What follows belongs to an exercise in optimizing a design on an open flow for small area; a production flow would make more cautious choices.
Only simulation tests tie the RTL to the original design; equivalence was not proved.
No activity file was given, so power comes from the tool's default toggle rates. The flow treats the clock pin as an ideal source, which a real chip does not have.

Setup of north:
==> flow/design.v <==
module spi_slave_gpio_regmap (
  input  logic       clk,
  input  logic       rst_n,
  input  logic       cs,        
  input  logic       sclk,
  input  logic       mosi,
  output logic       miso,
  input  logic [7:0] gpio_in,
  output logic [7:0] gpio_out
);
  localparam logic [7:0] ID_VALUE = 8'hA5;
  logic sclk_d1, sclk_d2;
  logic cs_d1,   cs_d2;
  logic mosi_d1, mosi_d2;
  always_ff @(posedge clk or negedge rst_n) begin
    if (!rst_n) begin
      cs_d1 <= 1; cs_d2 <= 1;
    end else begin
      cs_d1 <= cs;
      cs_d2 <= cs_d1;
    end
  end
  always_ff @(posedge clk) begin
    sclk_d1 <= sclk;
    sclk_d2 <= sclk_d1;
    mosi_d1 <= mosi;
    mosi_d2 <= mosi_d1;
  end
  wire sclk_rise =  sclk_d1 & ~sclk_d2;
  wire sclk_fall = ~sclk_d1 &  sclk_d2;
  wire cs_active = ~cs_d2;
  logic [2:0] bit_cnt;
  logic [1:0] byte_cnt;
  logic [7:0] shift_in;
  logic       rw;
  logic [7:0] addr;
  logic [7:0] gpio_reg;
  logic [7:0] wbuf;
  logic       wpend;
  logic [4:0] phase;
  logic       sweep;
  logic [7:0] rbuf;       
  logic [3:0] nout;       
  wire rise_act  = cs_active & sclk_rise;
  wire fall_act  = cs_active & sclk_fall;
  wire byte_done = rise_act & (bit_cnt == 3'd7);
  wire [7:0] full_byte = {shift_in[6:0], mosi_d2};
  wire ld_addr = byte_done & (byte_cnt == 2'd1);
  wire rd_load = ld_addr & ~rw;
  wire wr_evt  = byte_done & (byte_cnt == 2'd2) & rw;
  wire [7:0] addr_nx = ld_addr ? full_byte : addr;
  wire [7:0] wbuf_nx = wr_evt  ? full_byte : wbuf;
  wire       wact  = wr_evt | wpend;
  wire       wslot = (addr[4:0] == phase);
  logic [255:0] ring [0:7];
  logic [7:0]   ins;
  genvar gr;
  generate
    for (gr = 0; gr < 8; gr++) begin : g_ring
      assign ins[gr] = sweep | (wact & wslot & (addr[7:5] == gr));
      always_ff @(posedge clk)
        ring[gr] <= {ins[gr] ? wbuf_nx : ring[gr][7:0], ring[gr][255:8]};
    end
  endgenerate
  wire [4:0] rpos = addr_nx[4:0] - phase;    
  wire [2:0] rsel = addr_nx[7:5];
  function automatic logic is_tap(input int j, input int p);
    case (j)
      7: is_tap = (p % 2) == 0;
      6: is_tap = (p % 4) == 0;
      5: is_tap = (p == 0) || (p == 6) || (p == 12) || (p == 18) || (p == 24) || (p == 28);
      4: is_tap = (p % 8) == 0;
      3: is_tap = (p % 8) == 0;
      2: is_tap = (p == 0) || (p == 11) || (p == 22);
      1: is_tap = (p == 0) || (p == 11) || (p == 22);
      default: is_tap = (p % 16) == 0;
    endcase
  endfunction
  logic [7:0] aligned;
  logic [7:0] tapv;
  always_comb begin
    for (int j = 0; j < 8; j++) begin
      aligned[j] = 1'b0;
      tapv[j]    = 1'b0;
      for (int p = 0; p < 32; p++) begin
        if (is_tap(j, p)) begin
          aligned[j] = aligned[j] | (rpos == p);
          tapv[j] = tapv[j] | ((rpos == p) & ring[rsel][8*p + j]);
        end
      end
    end
  end
  wire       special = (addr_nx[7:1] == 7'd0);
  wire [7:0] spec_val = addr_nx[0] ? gpio_in : ID_VALUE;
  wire [7:0] cap = aligned & {8{~special}};
  logic [7:0] rbuf_nx;
  always_comb
    for (int j = 0; j < 8; j++)
      rbuf_nx[j] = cap[j] ? tapv[j] : (rd_load ? spec_val[j] : rbuf[j]);
  always_ff @(posedge clk or negedge rst_n) begin
    if (!rst_n) begin
      gpio_reg <= 0;
      wbuf     <= 0;
      wpend    <= 0;
      phase    <= 0;
      sweep    <= 1;
      nout     <= 4'd8;
      miso     <= 0;
    end else begin
      phase <= phase + 5'd1;
      if (phase == 5'd31) sweep <= 1'b0;
      wbuf  <= wbuf_nx;
      wpend <= wact & ~wslot;
      if (wr_evt && addr == 8'h02)
        gpio_reg <= full_byte;
      if (rd_load)
        nout <= 4'd0;
      if (fall_act) begin
        if (nout[3]) begin
          miso <= 1'b0;
        end else begin
          miso <= rbuf_nx[~nout[2:0]];
          nout <= nout + 4'd1;
        end
      end
    end
  end
  always_ff @(posedge clk) begin
    addr <= addr_nx;
    rbuf <= rbuf_nx;
    if (!cs_active) begin
      bit_cnt  <= 0;
      byte_cnt <= 0;
    end
    if (rise_act) begin
      shift_in <= full_byte;
      if (bit_cnt == 3'd7) begin
        if (byte_cnt == 2'd0) rw <= full_byte[0];
        byte_cnt <= byte_cnt + 1;
        bit_cnt  <= 0;
      end else begin
        bit_cnt <= bit_cnt + 1;
      end
    end
  end
  assign gpio_out = gpio_reg;
endmodule
export LEC_CHECK = 0
export CAP_MARGIN = 20
export CORE_MARGIN = 2
export CORE_UTILIZATION = 65
export PLACE_DENSITY = 0.75
export SLEW_MARGIN = 20
create_clock -name core_clock -period 10.0 [get_ports {clk}]
standard.sh (not shown) runs the stock make flow with config.mk's settings and CLKGATE_MAP_FILE= SYNTH_SCRIPT=/design/flow/synth_recipe.tcl, a recipe that flattens the netlist after the stock synthesis.
==> flow/flow/run.sh <==
#!/bin/bash
# Standard layout, with clock tree synthesis told not to add dummy loads.
set -euo pipefail
export CTS_ARGS="-sink_clustering_enable -repair_clock_nets -buf_list sky130_fd_sc_hd__clkbuf_16 -sink_clustering_size 32 -sink_clustering_max_diameter 50 -dont_use_dummy_load"
bash standard.sh > standard_flow.log 2>&1
Per the final summary, north finished and its layout is clean on timing, DRC and antenna.
Setup changes, north to south
==> flow/flow/run.sh <==
#!/bin/bash
# Standard layout, with clock tree synthesis told not to add dummy loads.
set -euo pipefail
export CTS_ARGS="-sink_clustering_enable -repair_clock_nets -buf_list sky130_fd_sc_hd__clkbuf_8 -sink_clustering_size 16 -sink_clustering_max_diameter 40 -dont_use_dummy_load"
bash standard.sh > standard_flow.log 2>&1
[summary]
Going from north to south, the final design area excluding fillers was found to have gone down by about 1.3%.
Global-route met2 utilization: south vs north down 3.2 points
As of south, number of buffers added by the clock tree synthesis step had risen by more than a quarter compared to north.
Setup changes, south to east
Settings: CTS_CLUSTER_DIAMETER now 40, previously not set; CTS_BUF_LIST now sky130_fd_sc_hd__clkbuf_8, previously not set; CTS_CLUSTER_SIZE now 16, previously not set.
==> flow/run.sh (new file) <==
#!/bin/bash
# synth_recipe.tcl (not shown) runs the flow's synth.tcl, then flattens the netlist and writes it again
# the make line also repeats each setting of config.mk as NAME=value (left out here)
make -C /OpenROAD-flow-scripts/flow DESIGN_CONFIG=/design/flow/config.mk WORK_HOME=/design/flow/orfs CLKGATE_MAP_FILE= SYNTH_SCRIPT=/design/flow/synth_recipe.tcl finish
removed: flow/flow/run.sh
removed: flow/standard.sh
Notes after the runs:
- STATUS run=east STAGES=ALL_DONE FINAL_CHECKS=FAILED CAUSE=antenna violations
- Routed length on met2 is lower on south
- In east the maximum frequency from static timing analysis turned out 0.71% higher than in south.
- Cell area | east vs south | east larger
- [compare] base=south new=east: number of non-filler instances in the completed layout grew by 73, routed wire length picked up an extra 0.46%, global-route usage grew by 0.19 points.
- Lower proportion of power drawn by the clock network goes to south over east.
Setup changes, east to west
Settings: changing CTS_CLUSTER_DIAMETER from 40 to 50; changing CTS_BUF_LIST from sky130_fd_sc_hd__clkbuf_8 to sky130_fd_sc_hd__clkbuf_16; changing CTS_CLUSTER_SIZE from 16 to 32.
==> summary.txt <==
- Out of east and west, the only run to close with the timing, design-rule and antenna checks passing was west.
- The flow completed for east, but it is not clean: the layout still shows antenna violations.
- In the reports for east and west, the smaller cell leakage power belongs to east.
- As far as multi-input logic cell count goes, east and west are indistinguishable; the numbers are identical.
- Clock-buffer cell count on west is down relative to east.
- Any difference in fmax between east and west is small enough to ignore.
- In the metrics for east and west, the one carrying the higher final critical-path required period is east.
- Worst path required time sits lower in west than in east.
- When west is measured against east, its arrival time at the worst endpoint turns out 0.11 ns lower.
- When the final numbers for east and west were put side by side, the total wire length after detailed routing turned out to be smaller in east.
- Compare east and west | clock latency on the worst-skew pair lower: west
- Relative to east, west improves final worst-path setup slack.

---

build 90:
spi_slave_gpio_regmap, a different RTL version from the one above (not shown whole).
For scale: ~2700 cells after synthesis, roughly 22 I/O pins.
==> flow/design.v (excerpt) <==
module spi_slave_gpio_regmap (
  input  logic       clk,
  input  logic       rst_n,
  input  logic       cs,        
  input  logic       sclk,
  input  logic       mosi,
  output logic       miso,
  input  logic [7:0] gpio_in,
  output logic [7:0] gpio_out
);
==> flow/config.mk <==
export PLATFORM = sky130hd
export DESIGN_NAME = spi_slave_gpio_regmap
export DESIGN_NICKNAME = spi_slave_gpio_regmap
export VERILOG_FILES = /design/flow/design.v
export SDC_FILE = /design/flow/constraint.sdc
export NUM_CORES = 4
export LEC_CHECK = 0
export CAP_MARGIN = 20
export CORE_MARGIN = 2
export CORE_UTILIZATION = 65
export PLACE_DENSITY = 0.75
export SLEW_MARGIN = 20
export SYNTH_HIERARCHICAL = 1
==> flow/constraint.sdc <==
create_clock -name core_clock -period 10.0 [get_ports {clk}]
set_input_delay 2.0000 -clock core_clock [delete_from_list [all_inputs] [get_ports {clk}]]
set_output_delay 2.0000 -clock core_clock [all_outputs]
set_load 0.01 [all_outputs]
==> flow/flow/run.sh <==
#!/bin/bash
# Standard layout, with clock tree synthesis told not to add dummy loads and
# the port buffers made with the smallest buffer.
set -euo pipefail
export CTS_ARGS="-sink_clustering_enable -repair_clock_nets -buf_list sky130_fd_sc_hd__clkbuf_4 -sink_clustering_buffer sky130_fd_sc_hd__clkbuf_16 -sink_clustering_size 36 -sink_clustering_max_diameter 70 -dont_use_dummy_load"
export BUFFER_PORTS_ARGS="-buffer_cell sky130_fd_sc_hd__buf_1"
bash standard.sh > standard_flow.log 2>&1
--- input diff build 90..build 29 ---
==> flow/flow/run.sh <==
#!/bin/bash
# Standard layout, with clock tree synthesis told not to add dummy loads and
# the port buffers made with the smallest buffer.
set -euo pipefail
export CTS_ARGS="-sink_clustering_enable -repair_clock_nets -buf_list sky130_fd_sc_hd__clkbuf_8 -sink_clustering_size 20 -sink_clustering_max_diameter 60 -dont_use_dummy_load"
export BUFFER_PORTS_ARGS="-buffer_cell sky130_fd_sc_hd__buf_1"
bash standard.sh > standard_flow.log 2>&1
-- flow/config.mk --
<<< build 90, line 10
export CORE_UTILIZATION = 65
export PLACE_DENSITY = 0.75
>>> build 29, line 10
export CORE_UTILIZATION = 65
export GPL_TIMING_DRIVEN = 0
export PLACE_DENSITY = 0.75
[summary]
Final period demand of the worst path delta (build 29 − build 90): unfavourable. Build 29 vs. build 90: via count went up by about 1.8%. Total non-filler cell area in the finished layout, build 29 vs build 90: up slightly. Taking build 90 as the reference, in build 29 final worst setup slack down 0.54 ns; routability congestion estimate from global placement went down by about 9%. Going from build 90 to build 29, arrival time at the worst endpoint grows by 0.25 ns. Proportion of cell area occupied by multi-input gates: build 29 vs build 90 — no meaningful difference. Build 29 ended with more critical path depth than build 90.
Setup changes, build 29 to build 93
==> flow/flow/run.sh <==
#!/bin/bash
# Standard layout, with clock tree synthesis told not to add dummy loads and
# the port buffers made with the smallest buffer.
set -euo pipefail
export CTS_ARGS="-sink_clustering_enable -repair_clock_nets -buf_list sky130_fd_sc_hd__clkbuf_4 -sink_clustering_size 10 -sink_clustering_max_diameter 40 -dont_use_dummy_load"
export BUFFER_PORTS_ARGS="-buffer_cell sky130_fd_sc_hd__buf_1"
bash standard.sh > standard_flow.log 2>&1
-- flow/config.mk --
<<< build 29, line 10
export CORE_UTILIZATION = 65
export GPL_TIMING_DRIVEN = 0
export PLACE_DENSITY = 0.75
>>> build 93, line 10
export CORE_UTILIZATION = 65
export PLACE_DENSITY = 0.75
[summary]
- Taking build 29 as the reference point, the clock share of power of build 93 rises by 0.6 points.
- Build 93 vs. build 29: register share of total power dropped 0.5 points, routed wire length went up 0.81%.

---

spi_slave_gpio_regmap, a different RTL version from the one above (not shown whole).
Size in the first run: about 2,700 cells after synthesis, ~2,100 flip-flops, about 22 I/O pins.
clock: 10.0 ns
lec_check: 0
cap_margin: 0
core_margin: 2
core_utilization: 65
place_density: 0.75
slew_margin: 0
synth_hierarchical: 1
==> flow/flow/run.sh <==
#!/bin/bash
# Standard layout, with clock tree synthesis told not to add dummy loads and
# the port buffers made with the smallest buffer.
set -euo pipefail
export CTS_ARGS="-sink_clustering_enable -repair_clock_nets -buf_list sky130_fd_sc_hd__clkbuf_4 -sink_clustering_buffer sky130_fd_sc_hd__clkbuf_8 -sink_clustering_size 20 -sink_clustering_max_diameter 60 -dont_use_dummy_load"
export BUFFER_PORTS_ARGS="-buffer_cell sky130_fd_sc_hd__buf_1"
bash standard.sh > standard_flow.log 2>&1
==> next run, changes <==
CAP_MARGIN = 20   (was 0)
SLEW_MARGIN = 20   (was 0)
First-iteration DRC count does not change.
Clock power hardly moves.
Worst setup slack is unchanged.
Power is unchanged.
Via count is unchanged.
Critical path depth stays the same.
==> next run, changes <==
CORE_UTILIZATION = 72   (was 65)
PLACE_DENSITY = 0.82   (was 0.75)
Result: Core utilization went up by 6.6 points; global-route usage climbs by 4.5 points; die area came out lower by 9.6%; clock skew drops by 0.068 ns.

---

Another version of the RTL of spi_slave_gpio_regmap (not shown whole).
Size in the first run: ~2,700 cells after synthesis, about 47,000 um^2 of cells after synthesis.
## spi_slave_gpio_regmap
module spi_slave_gpio_regmap (
  input  logic       clk,
  input  logic       rst_n,
  input  logic       cs,        
  input  logic       sclk,
  input  logic       mosi,
  output logic       miso,
  input  logic [7:0] gpio_in,
  output logic [7:0] gpio_out
);
clock: 10.0 ns
lec_check: 0
cap_margin: 20
core_margin: 2
core_utilization: 65
place_density: 0.75
slew_margin: 20
synth_hierarchical: 1
==> flow/flow/run.sh <==
#!/bin/bash
# Standard layout, with clock tree synthesis told not to add dummy loads.
set -euo pipefail
export CTS_ARGS="-sink_clustering_enable -repair_clock_nets -buf_list sky130_fd_sc_hd__clkbuf_8 -sink_clustering_size 16 -sink_clustering_max_diameter 40 -dont_use_dummy_load"
bash standard.sh > standard_flow.log 2>&1
The starting point completed without violations.
Edit:
--- a/flow/flow/run.sh
+++ b/flow/flow/run.sh
@@ -2 +2,2 @@
-# Standard layout, with clock tree synthesis told not to add dummy loads.
+# Standard layout, with clock tree synthesis told not to add dummy loads and
+# the port buffers made with the smallest buffer.
@@ -4,0 +6 @@
+export BUFFER_PORTS_ARGS="-buffer_cell sky130_fd_sc_hd__buf_1"
Settings changed: CAP_MARGIN 20 to 0, CORE_UTILIZATION 65 to 75, PLACE_DENSITY 0.75 to 0.85, SLEW_MARGIN 20 to 0.
=> Wire length increases by about 40%. Utilization increases by 11 points. Cell count decreases by about 3%. Power increases by about 1.2%. Hold slack gains 0.0030 ns. Via count increases by 12%. Sequential share of layout area increases by 0.59 points.

---

spi_slave_gpio_regmap with an RTL version that a note above also has.
Size in the first run: about 2700 cells after synthesis, about 2100 flip-flops, about 22 I/O pins, roughly 47000 µm² of cells after synthesis.
clock: 10.0 ns
lec_check: 0
cap_margin: 20
core_margin: 2
core_utilization: 65
place_density: 0.75
slew_margin: 20
synth_hierarchical: 1
==> flow/flow/run.sh <==
#!/bin/bash
# Standard layout, with clock tree synthesis told not to add dummy loads and
# the port buffers made with the smallest buffer.
set -euo pipefail
export CTS_ARGS="-sink_clustering_enable -repair_clock_nets -buf_list sky130_fd_sc_hd__clkbuf_8 -sink_clustering_size 18 -sink_clustering_max_diameter 60 -dont_use_dummy_load"
export BUFFER_PORTS_ARGS="-buffer_cell sky130_fd_sc_hd__buf_1"
bash standard.sh > standard_flow.log 2>&1
==> next run, changes <==
==> flow/flow/run.sh (replaced) <==
#!/bin/bash
# Standard layout, with clock tree synthesis told not to add dummy loads and
# the port buffers made with the smallest buffer.
set -euo pipefail
export CTS_ARGS="-sink_clustering_enable -repair_clock_nets -buf_list sky130_fd_sc_hd__clkbuf_8 -sink_clustering_buffer sky130_fd_sc_hd__clkbuf_4 -sink_clustering_size 11 -sink_clustering_max_diameter 45 -dont_use_dummy_load"
export BUFFER_PORTS_ARGS="-buffer_cell sky130_fd_sc_hd__buf_1"
bash standard.sh > standard_flow.log 2>&1
Non-clock buffer count stays the same.
Hold slack got worse by 0.017 ns.
Count of clock-buffer cells in the layout rose by 76.
Routed wire length stays flat.
Clock power fell by about 4%.

## afterwards: timing with drivers on the ports
The flow's constraints put no driver on any port. The routed layouts listed below were extracted and timed again, unchanged, in two steps. Step 1 sets driving cells, clkbuf_16 on the clock port and buf_2 on the other inputs (assumed; they add their load-dependent delay and slew). Step 2 moves the port delays by t, midway between the first and last clock arrival at a register: inputs arrive t later, outputs are due t later. That takes back most of the time a late clock gives input paths. a / b / c = ideal / step 1 / step 2; a / b = the first two.
run | shift t [ns] | setup slack, ns | latest minus earliest clock arrival (ns) | worst register clock-pin slew, ns
north | 0.708 | 3.693 / 3.693 / 3.693 | 0.140 / 0.140 | 0.11 / 0.11
south | 0.848 | 3.682 / 3.682 / 3.682 | 0.128 / 0.127 | 0.10 / 0.10
east | 0.889 | 3.726 / 3.726 / 3.726 | 0.044 / 0.045 | 0.11 / 0.11
west | 0.758 | 3.743 / 3.743 / 3.743 | 0.086 / 0.086 | 0.12 / 0.12
build 90 | 1.029 | 3.415 / 3.415 / 3.415 | 0.150 / 0.150 | 0.13 / 0.13
build 29 | 0.764 | 2.875 / 2.875 / 2.875 | 0.109 / 0.109 | 0.12 / 0.12
build 93 | 1.075 | 3.566 / 3.566 / 3.566 | 0.140 / 0.140 | 0.11 / 0.11
the first run of note 3 | 0.997 | 2.769 / 2.769 / 2.769 | 0.218 / 0.218 | 0.12 / 0.12
the second run of note 3 | 0.997 | 2.769 / 2.769 / 2.769 | 0.218 / 0.218 | 0.12 / 0.12
the third run of note 3 | 1.015 | 2.762 / 2.762 / 2.762 | 0.148 / 0.147 | 0.12 / 0.12
the first run of note 4 | 0.848 | 3.203 / 3.203 / 3.203 | 0.110 / 0.110 | 0.10 / 0.10
the second run of note 4 | 0.851 | 1.984 / 1.984 / 1.984 | 0.106 / 0.106 | 0.12 / 0.12
the first run of note 5 | 0.831 | 3.586 / 3.586 / 3.586 | 0.078 / 0.077 | 0.11 / 0.11
the second run of note 5 | 0.840 | 3.584 / 3.584 / 3.584 | 0.101 / 0.100 | 0.12 / 0.12
